Source: an optimization exercise on an open RTL-to-GDS flow (aim: small area and a short achievable clock period). Production flows keep margins and buffers that such runs may drop.
Where RTL was checked, it was by simulation tests only, not by an equivalence proof against the original.
For run 1, only the layout was checked, not whether the RTL still works.

File: design/flow/flow/run.sh
#!/bin/bash
set -euo pipefail
MARGIN=${MARGIN:-6.5}
sed -e "s/SETUP_SLACK_MARGIN=[0-9.]*/SETUP_SLACK_MARGIN=$MARGIN/" \
    -e "s/ SLEW_MARGIN=/ BUFFER_PORTS_ARGS='-buffer_cell sky130_fd_sc_hd__buf_2' SLEW_MARGIN=/" \
    standard.sh > margin_flow.sh
bash margin_flow.sh > margin_flow.log 2>&1
File: design/flow/standard.sh
#!/bin/bash
# synth_recipe.tcl (not shown) runs the flow's synth.tcl, then flattens the netlist and writes it again
# the make line also repeats each setting of config.mk as NAME=value (left out here)
make -C /OpenROAD-flow-scripts/flow DESIGN_CONFIG=/design/flow/config.mk WORK_HOME=/design/flow/orfs CLKGATE_MAP_FILE= SYNTH_SCRIPT=/design/flow/synth_recipe.tcl "${@:-finish}"
File: design/flow/config.mk
export PLATFORM = sky130hd
export DESIGN_NAME = fft_3_8
export DESIGN_NICKNAME = fft_3_8
export VERILOG_FILES = /design/flow/design.v
export SDC_FILE = /design/flow/constraint.sdc
export NUM_CORES = 4
export LEC_CHECK = 0
export CAP_MARGIN = 20
export CORE_MARGIN = 2
export CORE_UTILIZATION = 40
export CTS_CLUSTER_DIAMETER = 100
export CTS_CLUSTER_SIZE = 30
export SETUP_SLACK_MARGIN = 5
export SLEW_MARGIN = 20
File: design/flow/constraint.sdc
create_clock -name core_clock -period 9.5 [get_ports {clk}]
set_input_delay 1.9000 -clock core_clock [delete_from_list [all_inputs] [get_ports {clk}]]
set_output_delay 1.9000 -clock core_clock [all_outputs]
set_load 0.01 [all_outputs]
File: design/flow/design.v
module fft_3_8 #(
 parameter DBW = 8,
 parameter CBW = 3) (
 input                  clk,
 input                  rstx,
 input                  clear,
 input      [  DBW-1:0] din,
 output reg [2*DBW-1:0] dout );
reg [2:0] cnt;
always @(posedge clk or negedge rstx)
  if (!rstx)      cnt <= 3'd0;
  else if (clear) cnt <= 3'd0;
  else            cnt <= cnt + 3'd1;
wire [2:0] cntn = clear ? 3'd0 : cnt + 3'd1;
wire [7:0] ph  = 8'd1 << cnt;
wire [7:0] phn = 8'd1 << cntn;                       
reg [7:0] din_r, sr1, sr2, sr3, sr4, opb;
wire st1 = ph[5] | ph[6] | ph[7] | ph[0];
wire [9:0] sum = {{2{sr4[7]}}, sr4} + {{2{opb[7]}}, opb} + 10'd1;
wire [8:0] nd  = {opb[7], opb} - {sr4[7], sr4};
wire [7:0] s   = sum[8:1];
wire       sat = (sr4 == 8'h7f) && (opb == 8'h80);    
wire [7:0] q   = sat ? 8'h81 : nd[8:1];
always @(posedge clk) begin
  din_r <= din;
  sr1   <= st1 ? s : din_r;
  sr2   <= sr1;
  sr3   <= ph[1] ? s : sr2;              
  sr4   <= sr3;
  opb   <= (ph[0] | ph[1]) ? sr1 : ph[2] ? s : din;
end
reg [7:0] d0, d1, d2, d3;       
reg [7:0] c1, c5, x0, x4;       
always @(posedge clk) begin
  if (ph[5]) d0 <= q;
  if (ph[6]) d1 <= q;
  if (ph[7]) d2 <= q;
  if (ph[0]) d3 <= q;
  if (ph[1]) c1 <= q;
  if (ph[2]) c5 <= q;
  if (ph[3]) begin x0 <= s; x4 <= q; end
end
reg tneg, te;
always @(posedge clk) begin
  tneg <= phn[2] | phn[4];
  te   <= phn[2] | phn[3];
end
wire [8:0] tq3 = {{2{d1[7]}}, d1[7:1]} ^ {9{tneg}};
wire [8:0] tq7 = {{2{d3[7]}}, d3[7:1]};
wire [1:0] tk  = {1'b0, tneg} + {1'b0, te & d3[0]};
wire [8:0] tsum = tq3 + tq7 + {7'd0, tk};
reg  [8:0] t;
always @(posedge clk) t <= tsum;
wire [13:0] tx = {{5{t[8]}}, t};
wire [13:0] q1 = tx << 5, q2 = tx << 3, q3 = tx << 2;
wire [13:0] ps1 = q1 ^ q2 ^ q3;
wire [13:0] pc1 = {(q1[12:0] & q2[12:0]) | (q1[12:0] & q3[12:0]) | (q2[12:0] & q3[12:0]), 1'b0};
wire [13:0] ps2 = ps1 ^ pc1 ^ tx;
wire [13:0] pc2 = {(ps1[12:0] & pc1[12:0]) | (ps1[12:0] & tx[12:0]) | (pc1[12:0] & tx[12:0]), 1'b0};
wire [13:0] p45 = ps2 + pc2;
wire        pz  = t[5:0] == 6'd0;         
reg [7:0] h1, h2, g1, g2;
reg [6:0] wq1, wq5;
reg       wp5, z1, z2, y1, y2;
always @(posedge clk) begin
  if (ph[3]) begin h1 <= p45[13:6]; z1 <= pz; end         
  if (ph[4]) begin h2 <= p45[13:6]; z2 <= pz; end         
  if (ph[5]) begin g1 <= p45[13:6]; y1 <= pz;             
                   wq1 <= d0[7:1]; wq5 <= d2[7:1]; wp5 <= d2[0]; end
  if (ph[6]) begin g2 <= p45[13:6]; y2 <= pz; end         
end
reg rx0, rx4, rc1, rcx, rh, rg, rinv, rci, rzh, rzg;        
reg ic5, ic6, im, in, ih, ig, iinv, ione, izh, izg;         
always @(posedge clk) begin
    rx0  <= phn[6];                                    
    rx4  <= phn[7];                                    
    rc1  <= phn[0] | phn[1];                           
    rcx  <= phn[2] | phn[3] | phn[4] | phn[5];         
    rh   <= phn[2] | phn[3];
    rg   <= phn[4] | phn[5];
    rinv <= phn[3] | phn[4];
    rci  <= phn[7] | phn[0] | phn[1];
    rzh  <= phn[3];
    rzg  <= phn[4];
    ic5  <= phn[0];                                    
    ic6  <= phn[1];                                    
    im   <= phn[2] | phn[3];
    in   <= phn[4] | phn[5];
    ih   <= phn[2] | phn[3];
    ig   <= phn[4] | phn[5];
    iinv <= phn[3] | phn[5];
    ione <= phn[0] | phn[1];
    izh  <= phn[3];
    izg  <= phn[5];
  end
wire [8:0] are = ({9{rx0}} & {x0, 1'b0})
               | ({9{rx4}} & {~x4, 1'b1})
               | ({9{rc1}} & ~{c1[7], c1})
               | ({9{rcx}} & ~{{2{wq1[6]}}, wq1});
wire [7:0] bre = (({8{rh}} & h1) | ({8{rg}} & g1)) ^ {8{rinv}};
wire [8:0] bre9 = {bre[7], bre};
wire [1:0] kre = rx0 ? 2'd0
               : rx4 ? 2'd1
               :       {1'b1, (rzh & z1) | (rzg & y1)};
wire [8:0] vre = are + bre9 + {7'd0, kre};
wire [8:0] aim = ({9{ic5}} & {c5[7], c5})
               | ({9{ic6}} & ~{c5[7], c5})
               | ({9{im}} & {{2{wq5[6]}}, wq5})
               | ({9{in}} & ~{{2{wq5[6]}}, wq5});
wire [7:0] bim = (({8{ih}} & h2) | ({8{ig}} & g2)) ^ {8{iinv}};
wire [8:0] bim9 = {bim[7], bim};
wire [1:0] kim = ic5 ? 2'd1
               : ic6 ? 2'd2
               : im  ? 2'd1 + {1'b0, wp5} + {1'b0, izh & z2}
               : in  ? {1'b1, izg & y2}
               :       2'd0;
wire [8:0] vim = aim + bim9 + {7'd0, kim};
always @(posedge clk) dout <= {vim[8:1], vre[8:1]};
endmodule
==> metrics.md, run 1 <==
| Metric | Value |
|---|---|
| Syn_nets | 856 |
| Tightest Pin Transition | roughly 0.99 ns |
| FFs w/ async S/R, synth | under 10% |
| Via count | 5256 |
| Synth warn | 1 |
| Hold WC Path Type | flop to flop |
| H-tree depth | 1 |
| Pin count of the biggest net entering global routing | 32 |
| Fraction of layout cells with a size suffix above 1 | between 10% and 20% |
| RSZ-0062 raised after global routing | no |
| Gr usage total | 14.6% |
| Max_cap viols | 0 |
| CP peak stage delay | 0.47 ns |
| Post-placement worst setup slack | 6.18 ns |
| Largest family of logic cells by synthesized area | adder cells |
| Height of the die | 156 um |
| Arrival @ worst endpoint | approximately 3.1 ns |
| Critical-path cell list | fa_1 > fa_1 > ha_1 > a21oi_2 > nand2_1 > and2_1 > o21a_1 > nor3_1 > nor3_2 |
| Final #Nets | about 900 |
| Fmax | 0.344 GHz |
| Worst setup path startpoint | t[0]$_DFF_P_ |
| CP endpoint kind | flop |
| Drt first pass iters | 4 |
| Leading cell type in the layout, fill and taps excluded | edfxtp_1 |
| Number of flops mapped to enable cells by yosys | 113 |
| Crit share post-route | a little under a third |
| Die area | 24400 um^2 |
| Global-route wire length before repair | 27.6 mm |
| Initial DRC Count | 263 |
| Post-DP HPWL | 12.4 mm |
| Seq cells post-synth | ~200 |
| RD Place Congestion | 0.826 |
| IO buf count | 26 |
| Largest fanout on the critical path | 4 |
| Worst-case clock buffer depth | 3 |
| Crit Path Class | flop to flop |
| Area Growth Syn to Fin | 9.65% |
| Crit path launch type | flop |
| Post-synthesis compound-gate area fraction | under 10% |
| Fin worst setup slack | 6.59 ns |
| Outcome | complete, no violations |
| Reg2reg path depth | 9 |
| Synth unique cells | 50 |
| Period minus WS final | 2.91 ns |
| Setup Skew | 0.0277 ns |
| Antenna violations before repair | 1 |
| Num ports | 27 |
| Core area | 22700 um^2 |
| CTS tree | yes |
| Routed len/inst | between 15 and 20 um |
| Vias in the first global route | 5030 |
| CTS Hold Bufs | 0 |
| Reg2reg end | g1[2]$_DFFE_PP_ |
| Cts bufs inserted | 10 |
| Hold slack | approximately 0.34 ns |
| Simple-Gate Fraction of Synth Area | 7.91% |
| Relative slew margins | 33.7% |
| Die extent in x | 156 um |
| Adder-cell area share of the yosys netlist | 15.1% |
| Post-synth top flop | edfxtp_1 |
| Finished Layout Cells | about 1100 |
| FP Rows | 55 |
| Synthesized instance count | ~750 |
| GRT overflow | 0 |
| Antenna Nets Post-Route | 0 |
| Critical path's slowest cell | fa_1 |
| Post-DR vias/cell | 4.96 |
| Clock slew at reported path FFs | 0.11 ns |
| Critical path depth | 9 |
| R2R Path Start | t[0]$_DFF_P_ |
| Hold Startpoint | sr3[6]$_DFF_P_ |
| Max Slew Vio Count | 0 |
| Most frequent cells in the layout | edfxtp_1 (113), dfxtp_1 (80), ha_1 (78) |
| Clk Latency, worst-skew pair | 0.47 ns |
| Cell area after synthesis | 9270 um^2 |
| Sequential element share of the synthesized area | 56.2% |
| Inst Count DP | 1041 |
| # DRC | 0 |
| CTS root buffer | clkbuf_16 |
| Final WL | about 17 mm |
| Initial core utilization | 40.8% |
| Final setup viols | 0 |
| Worst Path Required | around 9.7 ns |
| Xor/xnor share of the synthesized area | 6.05% |
| CP bufs+invs | 0 |
| CP dominant cell by count | fa_1 |
| CTS Sinks | 203 |
| Setup TNS Final | 0 ns |
| Syn_area_per_cell | 12.4 um^2 |
| Post-synthesis mux area share | 2.74% |
| Crit path max-delay family | adder cells |
| Hold Vio Cnt, Final | 0 |
| Hold path endpoint | sr4[6]$_DFF_P_ |
| WHS Path Cells | 0 |
cells by family (layout without fill, tap and decap cells):
| group | count (synthesis) | after routing |
|---|---|---|
| muxes | 24 | 24 |
| xor gates and xnor gates | 64 | 64 |
| DFF | 203 | 203 |
| buffers and inverters | 79 | 108 |
| adders and majority gates | 100 | 100 |
| and+or+nand+nor | 156 | 156 |
| other | 0 | 1 |
| AOI/OAI and AO/OA | 119 | 119 |
how the worst max path moves through the flow:
stage / end
2_1_floorplan: dout[6]$_DFF_P_
3_3_place_gp: dout[6]$_DFF_P_
3_5_place_dp: dout[14]$_DFF_P_
4_1_cts: dout[14]$_DFF_P_
5_1_grt: h1[2]$_DFFE_PP_
6_report: g1[2]$_DFFE_PP_
sequential cells by signal, summed over array words and instances, names as in the netlist, 8 cells and up:
name	count
g1	8
sr3	8
d3	8
g2	8
sr4	8
opb	8
h2	8
sr1	8
c1	8
dout	16
h1	8
din_r	8
sr2	8
c5	8
t	9
x4	8
x0	8
d2	8
metrics by stage:
step	utilization, %	instance area [um^2]
after floorplan	-	9270
after global placement	42.8	9710
after detailed placement	42.8	9710
after CTS	44.2	10000
after global routing	44.7	10200
final	44.8	10200
synthesized netlist by cell type (3+ instances only):
master	number	share of area, %
a221o_1	3	0.32
ha_1	80	11
mux2_2	9	1.1
and2_1	5	0.34
a2bb2oi_1	5	0.47
or2_1	3	0.20
o21a_1	7	0.57
nor3_1	16	0.86
fa_1	20	4.3
o31ai_1	3	0.24
inv_1	57	2.3
a21o_1	4	0.32
xor2_1	21	2.0
o21ai_1	12	0.65
xnor2_1	43	4.1
nand3_1	4	0.22
dfxtp_1	87	19
o21ai_0	15	0.81
edfxtp_1	113	37
nand2b_1	8	0.54
mux2i_1	13	1.4
nand2_1	39	1.6
nor2_1	53	2.1
dfrtp_1	3	0.81
nand4_1	4	0.27
clkbuf_1	19	0.77
nor2b_1	15	1.0
a22oi_1	16	1.3
o221ai_1	8	0.76
a211oi_1	6	0.49
a21oi_1	26	1.4
repair_timing:
item	in CTS	in global routing
buffers inserted	0	2
pin swaps	2	2
setup endpoints to repair	29	30
resized for setup	10	21
metal layers:
metal | vias up | share of wire, % | GRT usage (%)
li1 | 2668 | - | -
met1 | 2506 | 51 | 21.0
met2 | 71 | 45 | 23.4
met3 | 11 | 3.3 | 2.30
met4 | 0 | 1.1 | 3.06
met5 | - | 0 | 0
final cells by class:
type / instances / area (um^2)
clock inverters: 1 / 5.00
repair buffers: 32 / 175
diodes: 1 / 2.50
clock buffers: 15 / 300
fillers: 2043 / 12500
well taps: 285 / 357
multi-input cells: 463 / 3860
inverters: 60 / 225
flip-flops and latches: 203 / 5230
==> run 2: changes to the inputs <==
--- a/design/flow/design.v
+++ b/design/flow/design.v
@@ -40,14 +40,11 @@
   if (ph[2]) c5 <= q;
   if (ph[3]) begin x0 <= s; x4 <= q; end
 end
-reg tneg, te;
-always @(posedge clk) begin
-  tneg <= phn[2] | phn[4];
-  te   <= phn[2] | phn[3];
-end
+reg tneg;
+always @(posedge clk) tneg <= phn[4];
 wire [8:0] tq3 = {{2{d1[7]}}, d1[7:1]} ^ {9{tneg}};
 wire [8:0] tq7 = {{2{d3[7]}}, d3[7:1]};
-wire [1:0] tk  = {1'b0, tneg} + {1'b0, te & d3[0]};
+wire [1:0] tk  = {1'b0, tneg} + {1'b0, d3[0]};
 wire [8:0] tsum = tq3 + tq7 + {7'd0, tk};
 reg  [8:0] t;
 always @(posedge clk) t <= tsum;
@@ -58,61 +55,57 @@
 wire [13:0] ps2 = ps1 ^ pc1 ^ tx;
 wire [13:0] pc2 = {(ps1[12:0] & pc1[12:0]) | (ps1[12:0] & tx[12:0]) | (pc1[12:0] & tx[12:0]), 1'b0};
 wire [13:0] p45 = ps2 + pc2;
+wire        e   = d3[0];
 wire        pz  = t[5:0] == 6'd0;         
-reg [7:0] h1, h2, g1, g2;
+wire        pc  = e && (p45[5:0] < 6'd45);
+wire        pcy = pc | (e ? (p45[5:0] == 6'd45) : pz);
+reg [7:0] h1, h2;
 reg [6:0] wq1, wq5;
-reg       wp5, z1, z2, y1, y2;
+reg       wp5, z1, z2, c1f, c2f, y1, y2;
 always @(posedge clk) begin
-  if (ph[3]) begin h1 <= p45[13:6]; z1 <= pz; end         
-  if (ph[4]) begin h2 <= p45[13:6]; z2 <= pz; end         
-  if (ph[5]) begin g1 <= p45[13:6]; y1 <= pz;             
+  if (ph[5]) begin h1 <= p45[13:6]; z1 <= pz; c1f <= pc; y1 <= pcy;    
                    wq1 <= d0[7:1]; wq5 <= d2[7:1]; wp5 <= d2[0]; end
-  if (ph[6]) begin g2 <= p45[13:6]; y2 <= pz; end         
+  if (ph[6]) begin h2 <= p45[13:6]; z2 <= pz; c2f <= pc; y2 <= pcy; end  
 end
-reg rx0, rx4, rc1, rcx, rh, rg, rinv, rci, rzh, rzg;        
-reg ic5, ic6, im, in, ih, ig, iinv, ione, izh, izg;         
+reg rx0, rx4, rc1, rcx, rinv, r3, r4, r5;                    
+reg ic5, ic6, im, in, iinv;                                  
 always @(posedge clk) begin
     rx0  <= phn[6];                                    
     rx4  <= phn[7];                                    
     rc1  <= phn[0] | phn[1];                           
     rcx  <= phn[2] | phn[3] | phn[4] | phn[5];         
-    rh   <= phn[2] | phn[3];
-    rg   <= phn[4] | phn[5];
     rinv <= phn[3] | phn[4];
-    rci  <= phn[7] | phn[0] | phn[1];
-    rzh  <= phn[3];
-    rzg  <= phn[4];
+    r3   <= phn[3];
+    r4   <= phn[4];
+    r5   <= phn[5];
     ic5  <= phn[0];                                    
     ic6  <= phn[1];                                    
     im   <= phn[2] | phn[3];
     in   <= phn[4] | phn[5];
-    ih   <= phn[2] | phn[3];
-    ig   <= phn[4] | phn[5];
     iinv <= phn[3] | phn[5];
-    ione <= phn[0] | phn[1];
-    izh  <= phn[3];
-    izg  <= phn[5];
   end
 wire [8:0] are = ({9{rx0}} & {x0, 1'b0})
                | ({9{rx4}} & {~x4, 1'b1})
                | ({9{rc1}} & ~{c1[7], c1})
                | ({9{rcx}} & ~{{2{wq1[6]}}, wq1});
-wire [7:0] bre = (({8{rh}} & h1) | ({8{rg}} & g1)) ^ {8{rinv}};
+wire [7:0] bre = ({8{rcx}} & h1) ^ {8{rinv}};
 wire [8:0] bre9 = {bre[7], bre};
 wire [1:0] kre = rx0 ? 2'd0
                : rx4 ? 2'd1
-               :       {1'b1, (rzh & z1) | (rzg & y1)};
+               : r5  ? {~c1f, c1f}
+               :       {1'b1, (r3 & z1) | (r4 & y1)};
 wire [8:0] vre = are + bre9 + {7'd0, kre};
 wire [8:0] aim = ({9{ic5}} & {c5[7], c5})
                | ({9{ic6}} & ~{c5[7], c5})
                | ({9{im}} & {{2{wq5[6]}}, wq5})
                | ({9{in}} & ~{{2{wq5[6]}}, wq5});
-wire [7:0] bim = (({8{ih}} & h2) | ({8{ig}} & g2)) ^ {8{iinv}};
+wire [7:0] bim = ({8{im | in}} & h2) ^ {8{iinv}};
 wire [8:0] bim9 = {bim[7], bim};
 wire [1:0] kim = ic5 ? 2'd1
                : ic6 ? 2'd2
-               : im  ? 2'd1 + {1'b0, wp5} + {1'b0, izh & z2}
-               : in  ? {1'b1, izg & y2}
+               : im  ? 2'd1 + {1'b0, wp5} + {1'b0, r3 & z2}
+               : r4  ? {~c2f, c2f}
+               : r5  ? {1'b1, y2}
                :       2'd0;
 wire [8:0] vim = aim + bim9 + {7'd0, kim};
 always @(posedge clk) dout <= {vim[8:1], vre[8:1]};
==> run 2 against run 1 <==
Compared with the run above:
- via count increased by 1.1%
- critical path type unchanged
- critical endpoint is now h1[5]$_DFFE_PP_
- utilization increased by 1.4 points
- clock-buffer cell count increased by 8
- still clean on timing, DRC and antenna
==> metrics.md, run 2 <==
| Metric | Value |
|---|---|
| Clock slew at reported path FFs | 0.07 ns (was 0.11 ns) |
| Finished Layout Cells | 1086 (was 1060) |
| Tightest Pin Transition | 0.924 ns (was 0.995 ns) |
| IO buf count | 26 (unchanged) |
| Final setup viols | 0 (unchanged) |
| Clk Latency, worst-skew pair | 0.43 ns (was 0.47 ns) |
| H-tree depth | 4 (was 1) |
| Fraction of layout cells with a size suffix above 1 | 12.4% (was 10.7%) |
| Crit path launch type | flop (unchanged) |
| Routed len/inst | 15.5 um (was 16.4 um) |
| Crit Path Class | flop to flop (unchanged) |
| Synth warn | 1 (unchanged) |
| Most common cell in the netlist | edfxtp_1 (unchanged) |
| GRT overflow | 0 (unchanged) |
| Arrival @ worst endpoint | 3.09 ns (was 3.12 ns) |
| Num ports | 27 (unchanged) |
| Synth unique cells | 60 (was 50) |
| Post-DR vias/cell | 4.89 (was 4.96) |
| Reg with most FFs | dout (unchanged) |
| Leading area contributor after synthesis | edfxtp_1 (unchanged) |
| Sequential element share of the synthesized area | 53.2% (was 56.2%) |
| Finished Cell Area | 10100 um^2 (was 10200 um^2) |
| Initial DRC Count | 270 (was 263) |
| CTS root buffer | clkbuf_16 (unchanged) |
| Antenna violations before repair | 1 (unchanged) |
| FP Rows | 54 (was 55) |
| Seq cells post-synth | 188 (was 203) |
| Largest fanout on the critical path | 5 (was 4) |
| Worst setup path startpoint | t[2]$_DFF_P_ (was t[0]$_DFF_P_) |
| Die area | 23600 um^2 (was 24400 um^2) |
| Height of the die | 154 um (was 156 um) |
| Hold Vio Cnt, Final | 0 (unchanged) |
| Max Slew Vio Count | 0 (unchanged) |
| Setup Skew | 0.0164 ns (was 0.0277 ns) |
| Hold Startpoint | sr3[5]$_DFF_P_ (was sr3[6]$_DFF_P_) |
| Biggest regs | dout x16, t x9 (unchanged) |
| Worst Path Required | 9.68 ns (was 9.71 ns) |
| Initial core utilization | 41.0% (was 40.8%) |
| R2R Path Start | t[2]$_DFF_P_ (was t[0]$_DFF_P_) |
| RD Place Congestion | 0.833 (was 0.826) |
| Most frequent cells in the layout | edfxtp_1 (99), ha_1 (80), dfxtp_1 (77) (was edfxtp_1 (113), dfxtp_1 (80), ha_1 (78)) |
| Setup TNS Final | 0 ns (unchanged) |
| Gr usage total | 14.8% (was 14.6%) |
| Core area | 21900 um^2 (was 22700 um^2) |
| Hold WC Path Type | flop to flop (unchanged) |
| Fmax | 0.343 GHz (was 0.344 GHz) |
| Die extent in x | 154 um (was 156 um) |
| Post-synth top flop | edfxtp_1 (unchanged) |
| Synthesized instance count | 754 (was 745) |
| Cell area after synthesis | 8970 um^2 (was 9270 um^2) |
| Period minus WS final | 2.91 ns (about the same) |
| CP endpoint kind | flop (unchanged) |
| Multi-input gate area | 3930 um^2 (was 3860 um^2) |
| Inst Count DP | 1050 (was 1041) |
| Worst-case clock buffer depth | 2 (was 3) |
| Finished Core Util | 46.2% (was 44.8%) |
| Final WL | 16.8 mm (was 17.3 mm) |
| Max_cap viols | 0 (unchanged) |
| Area Growth Syn to Fin | 12.7% (was 9.65%) |
| Area contributors post-synth | edfxtp_1 (33%), dfxtp_1 (19%), ha_1 (11%), fa_1 (4.7%), xnor2_1 (4.5%) (was edfxtp_1 (37%), dfxtp_1 (19%), ha_1 (11%), fa_1 (4.3%), xnor2_1 (4.1%)) |
| Vias in the first global route | 5243 (was 5030) |
| Syn_nets | 868 (was 856) |
| Drt first pass iters | 5 (was 4) |
| FFs w/ async S/R, synth | 1.60% (was 1.48%) |
| CTS Sinks | 188 (was 203) |
| Global-route wire length before repair | 26.9 mm (was 27.6 mm) |
| Antenna Nets Post-Route | 0 (unchanged) |
| # DRC | 0 (unchanged) |
| FF+latch area | 4790 um^2 (was 5230 um^2) |
| RSZ-0062 raised after global routing | yes (was no) |
| Post-DP HPWL | 12.4 mm (about the same) |
| Top cell type's share of synthesized area | 33.1% (was 36.6%) |
| CTS tree | yes (unchanged) |
| CTS Hold Bufs | 0 (unchanged) |
| Outcome | complete, no violations (unchanged) |
| Relative slew margins | 38.4% (was 33.7%) |
| Final #Nets | 906 (was 881) |
| Via count | 5313 (was 5256) |
| Syn_area_per_cell | 11.9 um^2 (was 12.4 um^2) |
| Pin count of the biggest net entering global routing | 35 (was 32) |
| Commonest cells in the netlist | edfxtp_1 (99), dfxtp_1 (86), ha_1 (82) (was edfxtp_1 (113), dfxtp_1 (87), ha_1 (80)) |
| Number of flip-flops in the largest register | 16 (unchanged) |
| Leading cell type in the layout, fill and taps excluded | edfxtp_1 (unchanged) |
| Number of flops mapped to enable cells by yosys | 99 (was 113) |
| Crit share post-route | 30.7% (was 30.6%) |
| Cts bufs inserted | 17 (was 10) |
| Fill cell count | 2009 (was 2043) |
| Placed inst area | 9420 um^2 (was 9710 um^2) |
run 2: per-layer routing:
layer  GRT usage (%)  share of wire, %  vias to the layer above
met4            4.72              0.65                        0
met3            3.04               3.4                        6
li1                -                 -                     2699
met5               0                 0                        -
met2            24.3                48                       68
met1            19.6                48                     2540
run 2: cell type report:
cell class                      count  share of cell area (%)
Sequential cell                   188                    47.4
Multi-Input combinational cell    485                    38.9
Clock buffer                       23                    4.94
Tap cell                          280                    3.46
Inverter                           67                    2.52
Timing Repair Buffer               33                    1.81
Clock inverter                      9                   0.953
Antenna cell                        1                  0.0247
run 2: metrics by stage:
| step | setup WS (ns) | hold slack, ns |
|---|---|---|
| 6_report | 6.59 | 0.330 |
| 5_1_grt | 6.42 | 0.337 |
| 4_1_cts | 6.51 | 0.331 |
| 3_5_place_dp | 6.41 | 0.315 |
| 3_3_place_gp | 6.47 | 0.311 |
| 2_1_floorplan | 6.56 | 0.310 |
run 2: repair_timing:
| item | CTS | global route |
|---|---|---|
| resized for setup | 3 | 21 |
| pin swaps | 0 | 2 |
| endpoints found under the setup margin | 9 | 22 |
| setup buffers | 0 | 3 |
run 2: kinds of logic (layout without fill, tap and decap cells):
logic type	count (synthesis)	in the layout	share of synthesized area, %
compound gates	123	123	9.15
other cells	0	1	0
buf+inv	81	132	3.47
mux	23	23	2.75
xor+xnor	63	63	6.15
simple gates	173	173	9.20
fa+ha+maj	103	103	16.1
flops	188	188	53.2
run 2: path summary, 6_finish.rpt:
path                       depth (start not counted)               end  slack, ns
max                                                9   h1[5]$_DFFE_PP_       6.59
min                                                0    sr4[5]$_DFF_P_       0.33
max reg2reg                                        9   h1[5]$_DFFE_PP_       6.59
min reg2reg                                        0    sr4[5]$_DFF_P_       0.33
max in group asynchronous                          1  cnt[2]$_DFF_PN0_       8.12
min in group asynchronous                          1  cnt[1]$_DFF_PN0_       1.27
run 2: worst max-delay path, stage by stage (launching register included):
cell and delay [ns]:
dfxtp_4 0.36, fa_1 0.56, fa_1 0.43, ha_1 0.34
nor2b_1 0.16, o31a_1 0.28, o21a_1 0.19, nor2_2 0.11
a21oi_1 0.09, xor2_1 0.15
==> run 3: changes to the inputs <==
--- a/design/flow/config.mk
+++ b/design/flow/config.mk
@@ -8,7 +8,7 @@
 export CAP_MARGIN = 20
 export CORE_MARGIN = 2
 export CORE_UTILIZATION = 40
-export CTS_CLUSTER_DIAMETER = 100
+export CTS_CLUSTER_DIAMETER = 80
 export CTS_CLUSTER_SIZE = 30
 export SETUP_SLACK_MARGIN = 5
 export SLEW_MARGIN = 20
==> run 3 against run 2 <==
Compared with the run above:
- utilization unchanged
- global-route usage unchanged
- area after synthesis unchanged
- maximum frequency unchanged
- die area unchanged
- flip-flop and latch count unchanged
- largest cell class unchanged
==> metrics.md, run 3 <==
| Metric | Value |
|---|---|
| Outcome | complete, no violations (unchanged) |
| Final WL | 16.8 mm (unchanged) |
| Arrival @ worst endpoint | 3.09 ns (about the same) |
| Post-placement worst setup slack | 6.41 ns (unchanged) |
| Via count | 5313 (unchanged) |
| Height of the die | 154 um (unchanged) |
| Relative slew margins | 38.4% (unchanged) |
| Synth unique cells | 60 (unchanged) |
| Number of flip-flops in the largest register | 16 (unchanged) |
| RSZ-0062 raised after global routing | yes (unchanged) |
| Worst Path Required | 9.68 ns (about the same) |
| Clk Latency, worst-skew pair | 0.43 ns (about the same) |
| Biggest regs | dout x16, t x9 (unchanged) |
| Setup Skew | 0.0164 ns (unchanged) |
| Largest family of logic cells by synthesized area | adder cells (unchanged) |
| Post-DR vias/cell | 4.89 (unchanged) |
| Met1 Wirelength | 8.12 mm (unchanged) |
| Post-synth top flop | edfxtp_1 (unchanged) |
| Fin worst setup slack | 6.59 ns (unchanged) |
| GRT overflow | 0 (unchanged) |
| Commonest cells in the netlist | edfxtp_1 (99), dfxtp_1 (86), ha_1 (82) (unchanged) |
| Top cell type's share of synthesized area | 33.1% (unchanged) |
| Antenna Nets Post-Route | 0 (unchanged) |
| Largest fanout on the critical path | 5 (unchanged) |
| Synth warn | 1 (unchanged) |
| Setup TNS Final | 0 ns (unchanged) |
| Routed len/inst | 15.5 um (unchanged) |
| Multi-input gate area | 3930 um^2 (unchanged) |
| Gr usage total | 14.8% (unchanged) |
| Number of flops mapped to enable cells by yosys | 99 (unchanged) |
| Syn_area_per_cell | 11.9 um^2 (unchanged) |
| Antenna violations before repair | 1 (unchanged) |
| Seq cells post-synth | 188 (unchanged) |
| Synthesized instance count | 754 (unchanged) |
| Post-DP HPWL | 12.4 mm (unchanged) |
| Max layer used | met4 (unchanged) |
| Cts bufs inserted | 17 (unchanged) |
| Hold path endpoint | sr4[5]$_DFF_P_ (unchanged) |
| WHS Path Cells | 0 (unchanged) |
| Leading area contributor after synthesis | edfxtp_1 (unchanged) |
| Worst setup path startpoint | t[2]$_DFF_P_ (unchanged) |
| Hold WC Path Type | flop to flop (unchanged) |
| R2R Path Start | t[2]$_DFF_P_ (unchanged) |
| CTS tree | yes (unchanged) |
| Crit path launch type | flop (unchanged) |
| Crit share post-route | 30.7% (unchanged) |
| Tightest Pin Transition | 0.924 ns (unchanged) |
| Max_cap viols | 0 (unchanged) |
| FFs w/ async S/R, synth | 1.60% (unchanged) |
| Cell area after synthesis | 8970 um^2 (unchanged) |
| Drt first pass iters | 5 (unchanged) |
| Hold slack | 0.330 ns (unchanged) |
| CP dominant cell by count | fa_1 (unchanged) |
| DR WL met3 | 568 um (unchanged) |
| Hold Vio Cnt, Final | 0 (unchanged) |
| Post-synthesis mux area share | 2.75% (unchanged) |
| Global-route wire length before repair | 26.9 mm (unchanged) |
| Initial core utilization | 41.0% (unchanged) |
| Initial DRC Count | 270 (unchanged) |
| Max Slew Vio Count | 0 (unchanged) |
| Die extent in x | 154 um (unchanged) |
| Pin count of the biggest net entering global routing | 35 (unchanged) |
| Area Growth Syn to Fin | 12.7% (unchanged) |
| Reg2reg end | h1[5]$_DFFE_PP_ (unchanged) |
| Reg2reg path depth | 9 (unchanged) |
| Critical path's slowest cell | fa_1 (unchanged) |
| Area contributors post-synth | edfxtp_1 (33%), dfxtp_1 (19%), ha_1 (11%), fa_1 (4.7%), xnor2_1 (4.5%) (unchanged) |
| Most frequent cells in the layout | edfxtp_1 (99), ha_1 (80), dfxtp_1 (77) (unchanged) |
| Final setup viols | 0 (unchanged) |
| Vias in the first global route | 5243 (unchanged) |
| FP Rows | 54 (unchanged) |
| Crit path max-delay family | adder cells (unchanged) |
| Core area | 21900 um^2 (unchanged) |
| Critical-path cell list | fa_1 > fa_1 > ha_1 > nor2b_1 > o31a_1 > o21a_1 > nor2_2 > a21oi_1 > xor2_1 (unchanged) |
| CTS root buffer | clkbuf_16 (unchanged) |
| Metal2 WL | 8.01 mm (unchanged) |
| CP peak stage delay | 0.56 ns (about the same) |
| Die area | 23600 um^2 (unchanged) |
| Post-synthesis compound-gate area fraction | 9.15% (unchanged) |
| Fraction of layout cells with a size suffix above 1 | 12.4% (unchanged) |
| Syn_nets | 868 (unchanged) |
| H-tree depth | 4 (unchanged) |
| CP bufs+invs | 0 (unchanged) |
| Adder-cell area share of the yosys netlist | 16.1% (unchanged) |
| RD Place Congestion | 0.833 (unchanged) |
| Num ports | 27 (unchanged) |
| FF+latch area | 4790 um^2 (unchanged) |
| CTS Sinks | 188 (unchanged) |
| Final #Nets | 906 (unchanged) |
| Hold Startpoint | sr3[5]$_DFF_P_ (unchanged) |
| # DRC | 0 (unchanged) |
| Fmax | 0.343 GHz (unchanged) |
| Crit Path Class | flop to flop (unchanged) |
| Xor/xnor share of the synthesized area | 6.15% (unchanged) |
| Period minus WS final | 2.91 ns (unchanged) |
| Reg with most FFs | dout (unchanged) |
| Leading cell type in the layout, fill and taps excluded | edfxtp_1 (unchanged) |
| CP endpoint kind | flop (unchanged) |
| Most common cell in the netlist | edfxtp_1 (unchanged) |
| CTS Hold Bufs | 0 (unchanged) |
| Fill cell count | 2009 (unchanged) |
| Clock slew at reported path FFs | 0.07 ns (about the same) |
| IO buf count | 26 (unchanged) |
| Worst-case clock buffer depth | 2 (unchanged) |
| Simple-Gate Fraction of Synth Area | 9.20% (unchanged) |
| Sequential element share of the synthesized area | 53.2% (unchanged) |
## run 3: cell counts in the layout (fill, tap and decap cells not counted)
No cell type changed its count.
## run 3: stage by stage
step | cells | area, um^2 | util (%)
finish | 1086 | 10100 | 46.2
detailed placement | 1050 | 9420 | 43.0
global route | 1085 | 10100 | 46.2
global placement | 1050 | 9420 | 43.0
CTS | 1082 | 10000 | 45.8
floorplan | 754 | 8970 | -
## run 3: worst max path at each step
stage,to,slack (ns),cells after the start
4_1_cts,h2[5]$_DFFE_PP_,6.51,11
3_3_place_gp,h1[5]$_DFFE_PP_,6.47,11
2_1_floorplan,h1[5]$_DFFE_PP_,6.56,11
6_report,h1[5]$_DFFE_PP_,6.59,9
3_5_place_dp,t[8]$_DFF_P_,6.41,11
5_1_grt,dout[14]$_DFF_P_,6.42,13
## run 3: kinds of logic after synthesis
logic type / Yosys count
multiplexers: 23
buffers and inverters: 81
adder cells (fa/ha/maj): 103
AND/OR/NAND/NOR: 173
flip-flops: 188
AO/OA/AOI/OAI: 123
XOR/XNOR: 63
## run 3: final cells by class
| cell class | instances | share of cell area (%) |
|---|---|---|
| sequential | 188 | 47.4 |
| multi-input combinational | 485 | 38.9 |
| clock buffer | 23 | 4.94 |
| tap | 280 | 3.46 |
| inverter | 67 | 2.52 |
| timing repair buffer | 33 | 1.81 |
| clock inverter | 9 | 0.953 |
| antenna | 1 | 0.0247 |
## run 3: metal layers
| layer | vias up | track usage, % |
|---|---|---|
| met1 | 2540 | 19.6 |
| met3 | 6 | 3.04 |
| met5 | - | 0 |
| met4 | 0 | 4.72 |
| li1 | 2699 | - |
| met2 | 68 | 24.3 |
## run 3: timing repair
action / CTS / global route
setup endpoints to repair: 9 / 22
hold endpoints to repair: 0 / 0
pin swaps: 0 / 2
resized for setup: 3 / 21
buffers inserted: 0 / 3
==> run 4: changes to the inputs <==
--- a/design/flow/config.mk
+++ b/design/flow/config.mk
@@ -8,7 +8,7 @@
 export CAP_MARGIN = 20
 export CORE_MARGIN = 2
 export CORE_UTILIZATION = 40
-export CTS_CLUSTER_DIAMETER = 80
-export CTS_CLUSTER_SIZE = 30
+export CTS_CLUSTER_DIAMETER = 120
+export CTS_CLUSTER_SIZE = 26
 export SETUP_SLACK_MARGIN = 5
 export SLEW_MARGIN = 20
==> run 4 against run 3 <==
Compared with the run above:
- still clean on timing, DRC and antenna
- die area unchanged
- clock-buffer cell count is the same
- critical path depth unchanged
- final area stayed put
==> metrics.md, run 4 <==
| Metric | Value |
|---|---|
| Cts bufs inserted | 17 (unchanged) |
| Routed len/inst | 15.5 um (unchanged) |
| Hold path endpoint | sr4[5]$_DFF_P_ (unchanged) |
| Arrival @ worst endpoint | 3.09 ns (about the same) |
| Top cell type's share of synthesized area | 33.1% (unchanged) |
| Number of flip-flops in the largest register | 16 (unchanged) |
| Leading cell type in the layout, fill and taps excluded | edfxtp_1 (unchanged) |
| Leading area contributor after synthesis | edfxtp_1 (unchanged) |
| Hold Startpoint | sr3[5]$_DFF_P_ (unchanged) |
| Final WL | 16.8 mm (unchanged) |
| Antenna Nets Post-Route | 0 (unchanged) |
| Setup Skew | 0.0164 ns (unchanged) |
| Final setup viols | 0 (unchanged) |
| Initial core utilization | 41.0% (unchanged) |
| Height of the die | 154 um (unchanged) |
| Reg2reg end | h1[5]$_DFFE_PP_ (unchanged) |
| FFs w/ async S/R, synth | 1.60% (unchanged) |
| Antenna violations before repair | 1 (unchanged) |
| Vias in the first global route | 5243 (unchanged) |
| Clk Latency, worst-skew pair | 0.43 ns (about the same) |
| Most frequent cells in the layout | edfxtp_1 (99), ha_1 (80), dfxtp_1 (77) (unchanged) |
| WHS Path Cells | 0 (unchanged) |
| Fin worst setup slack | 6.59 ns (unchanged) |
| Finished Core Util | 46.2% (unchanged) |
| IO buf count | 26 (unchanged) |
| Num ports | 27 (unchanged) |
| R2R Path Start | t[2]$_DFF_P_ (unchanged) |
| Post-DP HPWL | 12.4 mm (unchanged) |
| Metal2 WL | 8.01 mm (unchanged) |
| Syn_area_per_cell | 11.9 um^2 (unchanged) |
| DR WL met3 | 568 um (unchanged) |
| Critical-path cell list | fa_1 > fa_1 > ha_1 > nor2b_1 > o31a_1 > o21a_1 > nor2_2 > a21oi_1 > xor2_1 (unchanged) |
| Period minus WS final | 2.91 ns (unchanged) |
| Setup TNS Final | 0 ns (unchanged) |
| Reg2reg path depth | 9 (unchanged) |
| Met1 Wirelength | 8.12 mm (unchanged) |
| Finished Layout Cells | 1086 (unchanged) |
| CTS tree | yes (unchanged) |
| Outcome | complete, no violations (unchanged) |
| CP dominant cell by count | fa_1 (unchanged) |
| CP endpoint kind | flop (unchanged) |
| Seq cells post-synth | 188 (unchanged) |
| Biggest regs | dout x16, t x9 (unchanged) |
| Worst Path Required | 9.68 ns (about the same) |
| RD Place Congestion | 0.833 (unchanged) |
| Clock slew at reported path FFs | 0.07 ns (about the same) |
| CTS root buffer | clkbuf_16 (unchanged) |
| Global-route wire length before repair | 26.9 mm (unchanged) |
| H-tree depth | 4 (unchanged) |
| Max layer used | met4 (unchanged) |
| Largest fanout on the critical path | 5 (unchanged) |
| Core area | 21900 um^2 (unchanged) |
| Initial DRC Count | 270 (unchanged) |
| Synthesized instance count | 754 (unchanged) |
| Crit share post-route | 30.7% (unchanged) |
| Sequential element share of the synthesized area | 53.2% (unchanged) |
| GRT overflow | 0 (unchanged) |
| Critical path's slowest cell | fa_1 (unchanged) |
| Drt first pass iters | 5 (unchanged) |
| Tightest Pin Transition | 0.924 ns (unchanged) |
| Hold slack | 0.330 ns (unchanged) |
| Number of flops mapped to enable cells by yosys | 99 (unchanged) |
| CP peak stage delay | 0.56 ns (about the same) |
| Reg with most FFs | dout (unchanged) |
| Fraction of layout cells with a size suffix above 1 | 12.4% (unchanged) |
| Synth unique cells | 60 (unchanged) |
| Area contributors post-synth | edfxtp_1 (33%), dfxtp_1 (19%), ha_1 (11%), fa_1 (4.7%), xnor2_1 (4.5%) (unchanged) |
| Post-DR vias/cell | 4.89 (unchanged) |
| FP Rows | 54 (unchanged) |
| Pin count of the biggest net entering global routing | 35 (unchanged) |
| Most common cell in the netlist | edfxtp_1 (unchanged) |
| Max Slew Vio Count | 0 (unchanged) |
| Hold Vio Cnt, Final | 0 (unchanged) |
| Area Growth Syn to Fin | 12.7% (unchanged) |
| Crit path launch type | flop (unchanged) |
| Fmax | 0.343 GHz (unchanged) |
| Hold WC Path Type | flop to flop (unchanged) |
| Max_cap viols | 0 (unchanged) |
| CTS Sinks | 188 (unchanged) |
| Post-synth top flop | edfxtp_1 (unchanged) |
| Final #Nets | 906 (unchanged) |
| RSZ-0062 raised after global routing | yes (unchanged) |
| # DRC | 0 (unchanged) |
| Relative slew margins | 38.4% (unchanged) |
| Die area | 23600 um^2 (unchanged) |
| Via count | 5313 (unchanged) |
| Gr usage total | 14.8% (unchanged) |
| Die extent in x | 154 um (unchanged) |
| Commonest cells in the netlist | edfxtp_1 (99), dfxtp_1 (86), ha_1 (82) (unchanged) |
| Crit Path Class | flop to flop (unchanged) |
| CP bufs+invs | 0 (unchanged) |
| Cell area after synthesis | 8970 um^2 (unchanged) |
| Post-placement worst setup slack | 6.41 ns (unchanged) |
| Crit path max-delay family | adder cells (unchanged) |
| Inst Count DP | 1050 (unchanged) |
| Worst-case clock buffer depth | 2 (unchanged) |
| Synth warn | 1 (unchanged) |
| Syn_nets | 868 (unchanged) |
==> run 4: cell type report <==
type,instances,area [um^2]
Clock inverter,9,96.3
Inverter,67,255
Clock buffer,23,499
Fill cell,2009,11800
Multi-Input combinational cell,485,3930
Timing Repair Buffer,33,183
Tap cell,280,350
Sequential cell,188,4790
Antenna cell,1,2.50
==> run 4: cell families after synthesis <==
family / Yosys count / synth area share [%]
flops: 188 / 53.2
simple gates: 173 / 9.20
compound gates: 123 / 9.15
fa+ha+maj: 103 / 16.1
buf+inv: 81 / 3.47
xor+xnor: 63 / 6.15
mux: 23 / 2.75
==> run 4: routing by layer <==
metal | track usage (%) | up-vias
met1 | 19.6 | 2540
li1 | - | 2699
met2 | 24.3 | 68
met3 | 3.04 | 6
met5 | 0 | -
met4 | 4.72 | 0
==> run 4: per-stage QoR <==
stage | area [um^2]
after floorplan | 8970
after global placement | 9420
after detailed placement | 9420
after CTS | 10000
after global routing | 10100
final | 10100
==> run 4: worst max-delay path by stage <==
stage                       from  depth (start not counted)          endpoint  slack (ns)
floorplan           t[3]$_DFF_P_                         11   h1[5]$_DFFE_PP_        6.56
global placement    t[3]$_DFF_P_                         11   h1[5]$_DFFE_PP_        6.47
detailed placement  tneg$_DFF_P_                         11      t[8]$_DFF_P_        6.41
CTS                 t[5]$_DFF_P_                         11   h2[5]$_DFFE_PP_        6.51
global route         ic6$_DFF_P_                         13  dout[14]$_DFF_P_        6.42
finish              t[2]$_DFF_P_                          9   h1[5]$_DFFE_PP_        6.59
==> run 4: timing repair <==
item,in CTS,in global routing
setup endpoints to repair,9,22
hold buffers,0,0
setup buffers,0,3
pin swaps,0,2
gates resized for setup,3,21
==> run 5: changes to the inputs <==
--- a/design/flow/config.mk
+++ b/design/flow/config.mk
@@ -7,8 +7,8 @@
 export LEC_CHECK = 0
 export CAP_MARGIN = 20
 export CORE_MARGIN = 2
-export CORE_UTILIZATION = 40
-export CTS_CLUSTER_DIAMETER = 120
-export CTS_CLUSTER_SIZE = 26
+export CORE_UTILIZATION = 45
+export CTS_CLUSTER_DIAMETER = 100
+export CTS_CLUSTER_SIZE = 30
 export SETUP_SLACK_MARGIN = 5
 export SLEW_MARGIN = 20
==> run 5 against run 4 <==
Compared with the run above:
- area after synthesis stayed put
- register-to-register slack gained 0.03 ns
- wire length rose by 5.0%
- via count increased by 3.0%
- final area rose by 0.31%
- critical endpoint unchanged
==> metrics.md, run 5 <==
| Metric | Value |
|---|---|
| RSZ-0062 raised after global routing | no (was yes) |
| Critical-path cell list | fa_1 > fa_1 > ha_4 > nor2b_2 > o31a_1 > o21a_1 > nor2_2 > a21oi_1 > xor2_1 (was fa_1 > fa_1 > ha_1 > nor2b_1 > o31a_1 > o21a_1 > nor2_2 > a21oi_1 > xor2_1) |
| CP bufs+invs | 0 (unchanged) |
| Height of the die | 145 um (was 154 um) |
| Antenna violations before repair | 1 (unchanged) |
| Area contributors post-synth | edfxtp_1 (33%), dfxtp_1 (19%), ha_1 (11%), fa_1 (4.7%), xnor2_1 (4.5%) (unchanged) |
| # DRC | 0 (unchanged) |
| FP Rows | 51 (was 54) |
| Final WL | 17.6 mm (was 16.8 mm) |
| Top cell type's share of synthesized area | 33.1% (unchanged) |
| Post-DP HPWL | 12.6 mm (was 12.4 mm) |
| Relative slew margins | 40.4% (was 38.4%) |
| GRT overflow | 0 (unchanged) |
| Finished Cell Area | 10100 um^2 (about the same) |
| Metal2 WL | 8.43 mm (was 8.01 mm) |
| Number of flip-flops in the largest register | 16 (unchanged) |
| CP peak stage delay | 0.56 ns (about the same) |
| Gr usage total | 17.1% (was 14.8%) |
| Setup Skew | 0.00619 ns (was 0.0164 ns) |
| Final #Nets | 907 (was 906) |
| Routed len/inst | 16.5 um (was 15.5 um) |
| Global-route wire length before repair | 28.4 mm (was 26.9 mm) |
| CP dominant cell by count | fa_1 (unchanged) |
| Crit Path Class | flop to flop (unchanged) |
| Reg2reg path depth | 9 (unchanged) |
| Most common cell in the netlist | edfxtp_1 (unchanged) |
| Period minus WS final | 2.89 ns (was 2.91 ns) |
| Initial core utilization | 46.0% (was 41.0%) |
| Setup TNS Final | 0 ns (unchanged) |
| Pin count of the biggest net entering global routing | 34 (was 35) |
| Synth warn | 1 (unchanged) |
| Syn_nets | 868 (unchanged) |
| Area Growth Syn to Fin | 13.0% (was 12.7%) |
| Via count | 5472 (was 5313) |
| Arrival @ worst endpoint | 3.05 ns (was 3.09 ns) |
| Worst-case clock buffer depth | 2 (unchanged) |
| Met1 Wirelength | 8.30 mm (was 8.12 mm) |
| Max_cap viols | 0 (unchanged) |
| Fmax | 0.346 GHz (was 0.343 GHz) |
| Placed inst area | 9400 um^2 (was 9420 um^2) |
| Leading area contributor after synthesis | edfxtp_1 (unchanged) |
| Crit path max-delay family | adder cells (unchanged) |
| Number of flops mapped to enable cells by yosys | 99 (unchanged) |
| Biggest regs | dout x16, t x9 (unchanged) |
| Reg with most FFs | dout (unchanged) |
| Vias in the first global route | 5539 (was 5243) |
| CTS root buffer | clkbuf_16 (unchanged) |
| Core area | 19500 um^2 (was 21900 um^2) |
| Max layer used | met4 (unchanged) |
| FFs w/ async S/R, synth | 1.60% (unchanged) |
| Leading cell type in the layout, fill and taps excluded | edfxtp_1 (unchanged) |
| WHS Path Cells | 0 (unchanged) |
| Synthesized instance count | 754 (unchanged) |
| Worst Path Required | 9.67 ns (was 9.68 ns) |
| Critical path depth | 9 (unchanged) |
| Die area | 21100 um^2 (was 23600 um^2) |
| Seq cells post-synth | 188 (unchanged) |
| Max Slew Vio Count | 0 (unchanged) |
| Drt first pass iters | 5 (unchanged) |
| H-tree depth | 4 (unchanged) |
| Cell area after synthesis | 8970 um^2 (unchanged) |
| Tightest Pin Transition | 0.894 ns (was 0.924 ns) |
| Most frequent cells in the layout | edfxtp_1 (99), ha_1 (79), dfxtp_1 (74) (was edfxtp_1 (99), ha_1 (80), dfxtp_1 (77)) |
| Antenna Nets Post-Route | 0 (unchanged) |
| Fraction of layout cells with a size suffix above 1 | 13.9% (was 12.4%) |
| Crit path launch type | flop (unchanged) |
| Post-DR vias/cell | 5.10 (was 4.89) |
| Largest fanout on the critical path | 5 (unchanged) |
| Clock slew at reported path FFs | 0.07 ns (about the same) |
| Outcome | complete, no violations (unchanged) |
| Commonest cells in the netlist | edfxtp_1 (99), dfxtp_1 (86), ha_1 (82) (unchanged) |
| Hold WC Path Type | flop to flop (unchanged) |
| Post-synth top flop | edfxtp_1 (unchanged) |
| Syn_area_per_cell | 11.9 um^2 (unchanged) |
| CP endpoint kind | flop (unchanged) |
| IO buf count | 26 (unchanged) |
| Num ports | 27 (unchanged) |
| RD Place Congestion | 0.856 (was 0.833) |
| DR WL met3 | 629 um (was 568 um) |
| Die extent in x | 145 um (was 154 um) |
| Crit share post-route | 30.4% (was 30.7%) |
| Final setup viols | 0 (unchanged) |
| CTS Sinks | 188 (unchanged) |
| Sequential element share of the synthesized area | 53.2% (unchanged) |
| CTS tree | yes (unchanged) |
| Cts bufs inserted | 17 (unchanged) |
| CTS Hold Bufs | 0 (unchanged) |
| Hold Vio Cnt, Final | 0 (unchanged) |
| Synth unique cells | 60 (unchanged) |
| Initial DRC Count | 339 (was 270) |
| Critical path's slowest cell | fa_1 (unchanged) |
| Clk Latency, worst-skew pair | 0.42 ns (was 0.43 ns) |
[run 5: metrics by stage]
step                cells  util, %  setup slack [ns]  hold WS, ns
global route         1071     51.9              6.49        0.333
finish               1072     51.9              6.61        0.328
CTS                  1066     51.2              6.50        0.329
global placement     1034     48.1              6.47        0.312
detailed placement   1034     48.1              6.39        0.313
floorplan             754        -              6.56        0.310
[run 5: logic make-up after synthesis]
kind of cell,after synthesis,synth area share (%)
flops,188,53.2
simple gates,173,9.20
compound gates,123,9.15
fa+ha+maj,103,16.1
buf+inv,81,3.47
xor+xnor,63,6.15
mux,23,2.75
[run 5: timing repair]
item / 4_1_cts / 5_1_grt
buffers inserted: 0 / 4
resized for setup: 8 / 26
cloned: 0 / 1
setup endpoints to repair: 18 / 13
pin swaps: 0 / 4
[run 5: area by class of cell]
class	count	area, um^2
tap	265	332
timing repair inverter	1	5.00
fill	1667	9380
timing repair buffer	33	195
multi-input combinational	485	3970
antenna	1	2.50
sequential	188	4800
clock inverter	14	159
inverter	67	255
clock buffer	18	429
[run 5: per-layer routing]
metal | up-vias | global-route usage [%]
li1 | 2705 | -
met1 | 2650 | 22.9
met2 | 98 | 27.9
met3 | 19 | 3.90
met4 | 0 | 4.85
met5 | - | 0
[run 5: path summary, 6_finish.rpt]
check | start | endpoint
max reg2reg | t[2]$_DFF_P_ | h1[5]$_DFFE_PP_
min reg2reg | sr3[3]$_DFF_P_ | sr4[3]$_DFF_P_
min in group asynchronous | rstx | cnt[1]$_DFF_PN0_
max | t[2]$_DFF_P_ | h1[5]$_DFFE_PP_
min | sr3[3]$_DFF_P_ | sr4[3]$_DFF_P_
max in group asynchronous | rstx | cnt[0]$_DFF_PN0_
==> run 6: changes to the inputs <==
--- a/design/flow/config.mk
+++ b/design/flow/config.mk
@@ -7,8 +7,9 @@
 export LEC_CHECK = 0
 export CAP_MARGIN = 20
 export CORE_MARGIN = 2
-export CORE_UTILIZATION = 45
+export CORE_UTILIZATION = 40
+export CTS_BUF_LIST = sky130_fd_sc_hd__clkbuf_8
 export CTS_CLUSTER_DIAMETER = 100
-export CTS_CLUSTER_SIZE = 30
+export CTS_CLUSTER_SIZE = 20
 export SETUP_SLACK_MARGIN = 5
 export SLEW_MARGIN = 20
==> run 6 against run 5 <==
Compared with the run above:
- sequential share of layout area is 0.91 points higher
- final area is 2.0% lower
- utilization is 6.5 points lower
- setup slack better by 0.027 ns
- first-iteration DRC count is 14% lower
- final cell count is 1.3% higher
- flip-flop and latch count stayed put
- maximum frequency is 0.93% higher
- die area is 12% higher
- area after synthesis stayed put
==> metrics.md, run 6 <==
| Metric | Value |
|---|---|
| Outcome | complete, no violations (unchanged) |
| Area contributors post-synth | edfxtp_1 (33%), dfxtp_1 (19%), ha_1 (11%), fa_1 (4.7%), xnor2_1 (4.5%) (unchanged) |
| Fin worst setup slack | 6.64 ns (was 6.61 ns) |
| Most common cell in the netlist | edfxtp_1 (unchanged) |
| Vias in the first global route | 5219 (was 5539) |
| Sequential element share of the synthesized area | 53.2% (unchanged) |
| Final setup viols | 0 (unchanged) |
| Top cell type's share of synthesized area | 33.1% (unchanged) |
| Cts bufs inserted | 17 (unchanged) |
| Die extent in x | 154 um (was 145 um) |
| Syn_nets | 868 (unchanged) |
| Commonest cells in the netlist | edfxtp_1 (99), dfxtp_1 (86), ha_1 (82) (unchanged) |
| Biggest regs | dout x16, t x9 (unchanged) |
| GRT overflow | 0 (unchanged) |
| Hold WC Path Type | flop to flop (unchanged) |
| Final WL | 16.8 mm (was 17.6 mm) |
| Post-DP HPWL | 12.4 mm (was 12.6 mm) |
| CTS tree | yes (unchanged) |
| Global-route wire length before repair | 26.8 mm (was 28.4 mm) |
| Most frequent cells in the layout | edfxtp_1 (99), ha_1 (79), dfxtp_1 (76) (was edfxtp_1 (99), ha_1 (79), dfxtp_1 (74)) |
| CTS Hold Bufs | 0 (unchanged) |
| Post-synth top flop | edfxtp_1 (unchanged) |
| Drt first pass iters | 4 (was 5) |
| Top Usage Layer GRT | met2 (unchanged) |
| Met2 GRT Util | 24.3% (was 27.9%) |
| Number of flops mapped to enable cells by yosys | 99 (unchanged) |
| Post-DR vias/cell | 4.89 (was 5.10) |
| Fmax | 0.350 GHz (was 0.346 GHz) |
| Initial DRC Count | 292 (was 339) |
| Crit Path Class | flop to flop (unchanged) |
| Gr usage total | 14.7% (was 17.1%) |
| FP Rows | 54 (was 51) |
| CTS root buffer | clkbuf_8 (was clkbuf_16) |
| Synth warn | 1 (unchanged) |
| Worst setup path startpoint | ic6$_DFF_P_ (was t[2]$_DFF_P_) |
| Max_cap viols | 0 (unchanged) |
| Tightest Pin Transition | 0.917 ns (was 0.894 ns) |
| FFs w/ async S/R, synth | 1.60% (unchanged) |
| Pin count of the biggest net entering global routing | 35 (was 34) |
| Number of flip-flops in the largest register | 16 (unchanged) |
| Routed len/inst | 15.5 um (was 16.5 um) |
| Worst-case clock buffer depth | 2 (unchanged) |
| Syn_area_per_cell | 11.9 um^2 (unchanged) |
| Synth unique cells | 60 (unchanged) |
| Finished Cell Area | 9940 um^2 (was 10100 um^2) |
| CTS Sinks | 188 (unchanged) |
| Hold Vio Cnt, Final | 0 (unchanged) |
| Area Growth Syn to Fin | 10.8% (was 13.0%) |
| Seq cells post-synth | 188 (unchanged) |
| RD Place Congestion | 0.833 (was 0.856) |
| Core area | 21900 um^2 (was 19500 um^2) |
| Hold path endpoint | sr4[5]$_DFF_P_ (was sr4[3]$_DFF_P_) |
| # DRC | 0 (unchanged) |
| Setup Skew | 0.0232 ns (was 0.00619 ns) |
| Clk Latency, worst-skew pair | 0.48 ns (was 0.42 ns) |
| Period minus WS final | 2.86 ns (was 2.89 ns) |
| Reg with most FFs | dout (unchanged) |
| Finished Layout Cells | 1086 (was 1072) |
| Die area | 23600 um^2 (was 21100 um^2) |
| Critical-path cell list | mux2_2 > a211oi_1 > fa_1 > inv_1 > ha_1 > inv_1 > fa_1 > nor2b_1 > o21a_1 > o21ai_0 > nand2b_1 > a21oi_1 > xnor2_1 (was fa_1 > fa_1 > ha_4 > nor2b_2 > o31a_1 > o21a_1 > nor2_2 > a21oi_1 > xor2_1) |
| WHS Path Cells | 0 (unchanged) |
| Critical path's slowest cell | fa_1 (unchanged) |
| Antenna violations before repair | 1 (unchanged) |
| Fill cell count | 2032 (was 1667) |
| Placed inst area | 9420 um^2 (was 9400 um^2) |
| Height of the die | 154 um (was 145 um) |
| CP endpoint kind | flop (unchanged) |
| Crit share post-route | 30.1% (was 30.4%) |
| R2R Path Start | ic6$_DFF_P_ (was t[2]$_DFF_P_) |
| Antenna Nets Post-Route | 0 (unchanged) |
| Clock slew at reported path FFs | 0.10 ns (was 0.07 ns) |
| IO buf count | 26 (unchanged) |
| Finished Core Util | 45.4% (was 51.9%) |
| Final #Nets | 906 (was 907) |
| Worst Path Required | 9.88 ns (was 9.67 ns) |
| Initial core utilization | 41.0% (was 46.0%) |
| Setup TNS Final | 0 ns (unchanged) |
| Cell area after synthesis | 8970 um^2 (unchanged) |
| Largest fanout on the critical path | 10 (was 5) |
| Fraction of layout cells with a size suffix above 1 | 12.8% (was 13.9%) |
| Arrival @ worst endpoint | 3.24 ns (was 3.05 ns) |
| CP peak stage delay | 0.45 ns (was 0.56 ns) |
| Synthesized instance count | 754 (unchanged) |
| RSZ-0062 raised after global routing | yes (was no) |
| Met3 Resource Use GR | 3.47% (was 3.90%) |
| Num ports | 27 (unchanged) |
| Reg2reg path depth | 13 (was 9) |
| Post-placement worst setup slack | 6.41 ns (was 6.39 ns) |
| Reg2reg end | dout[14]$_DFF_P_ (was h1[5]$_DFFE_PP_) |
| Inst Count DP | 1050 (was 1034) |
| Max Slew Vio Count | 0 (unchanged) |
| Crit path launch type | flop (unchanged) |
| Leading area contributor after synthesis | edfxtp_1 (unchanged) |
| GR Util met1 | 19.5% (was 22.9%) |
| Hold slack | 0.335 ns (was 0.328 ns) |
| Via count | 5311 (was 5472) |
| Hold Startpoint | sr3[5]$_DFF_P_ (was sr3[3]$_DFF_P_) |
| Relative slew margins | 38.9% (was 40.4%) |
| Leading cell type in the layout, fill and taps excluded | edfxtp_1 (unchanged) |
| H-tree depth | 4 (unchanged) |
## run 6: cell counts after synthesis
Identical to the previous run, type by type.
## run 6: critical path: cells and delay by family, from the launching register on
| family | cells | cell delay [ns] |
|---|---|---|
| adder cells (fa/ha/maj) | 3 | 1.02 |
| AO/OA/AOI/OAI | 4 | 0.58 |
| flip-flops | 1 | 0.43 |
| multiplexers | 1 | 0.31 |
| AND/OR/NAND/NOR | 2 | 0.20 |
| buffers and inverters | 2 | 0.13 |
| XOR/XNOR | 1 | 0.12 |
## run 6: logic make-up (layout without fill, tap and decap cells)
family                   count (synthesis)  after routing  share of synthesized area [%]
AO/OA/AOI/OAI                          123            123                           9.15
XOR/XNOR                                63             63                           6.15
adder cells (fa/ha/maj)                103            103                           16.1
buffers and inverters                   81            132                           3.47
flip-flops                             188            188                           53.2
multiplexers                            23             23                           2.75
other                                    0              1                              0
AND/OR/NAND/NOR                        173            173                           9.20
## run 6: per-layer routing
layer,wire length [um],up-vias
met4,211,0
met2,7910,53
li1,-,2703
met1,8170,2538
met3,499,17
met5,0,-
## run 6: worst max path at each step
| stage | slack, ns | endpoint |
|---|---|---|
| 6_report | 6.64 | dout[14]$_DFF_P_ |
| 5_1_grt | 6.42 | dout[14]$_DFF_P_ |
| 4_1_cts | 6.51 | dout[14]$_DFF_P_ |
| 3_5_place_dp | 6.41 | t[8]$_DFF_P_ |
| 3_3_place_gp | 6.47 | h1[5]$_DFFE_PP_ |
| 2_1_floorplan | 6.56 | h1[5]$_DFFE_PP_ |
## run 6: layout make-up
type                       count  area (um^2)  area share [%]
antenna                        1         2.50          0.0252
clock buffer                  20          275            2.77
clock inverter                12          134            1.35
inverter                      67          255            2.57
multi-input combinational    485         3950            39.7
sequential                   188         4790            48.2
tap                          280          350            3.52
timing repair buffer          33          183            1.84
## run 6: what timing repair did
item / in CTS / in global routing
buffers inserted: 0 / 3
resized for setup: 3 / 23
pin swaps: 0 / 2
setup endpoints to repair: 9 / 22

==> re-timing with driven ports <==
In the flow no input, the clock included, has a driving cell. The finished layouts below were timed again as built, in two steps.
Step 1: set_driving_cell puts a clkbuf_16 on clk and a buf_2 on each other input, an assumption about the parent block.
Step 2 times the ports against the registers' clock, not the clock port: input delays grow and output delays shrink by t, the midpoint of the rising clock arrivals with the driver on.
Slacks: ideal / step 1 / step 2; pairs: ideal / step 1.
| run | t, ns | setup WS [ns] | clock arrival spread, ns | worst register clock-pin slew, ns |
|---|---|---|---|---|
| run 1 | 0.507 | 6.593 / 6.593 / 6.584 | 0.028 / 0.028 | 0.11 / 0.11 |
| run 2 | 0.468 | 6.586 / 6.586 / 6.586 | 0.017 / 0.016 | 0.08 / 0.08 |
| run 3 | 0.468 | 6.586 / 6.586 / 6.586 | 0.017 / 0.016 | 0.08 / 0.08 |
| run 4 | 0.468 | 6.586 / 6.586 / 6.586 | 0.017 / 0.016 | 0.08 / 0.08 |
| run 5 | 0.461 | 6.613 / 6.613 / 6.567 | 0.006 / 0.007 | 0.07 / 0.07 |
| run 6 | 0.502 | 6.640 / 6.640 / 6.598 | 0.025 / 0.025 | 0.10 / 0.10 |
After both steps setup and hold are still met in every run listed. The setup slack of run 5, which loses most, moves by 0.000 ns with the drivers and by -0.046 ns with both steps.
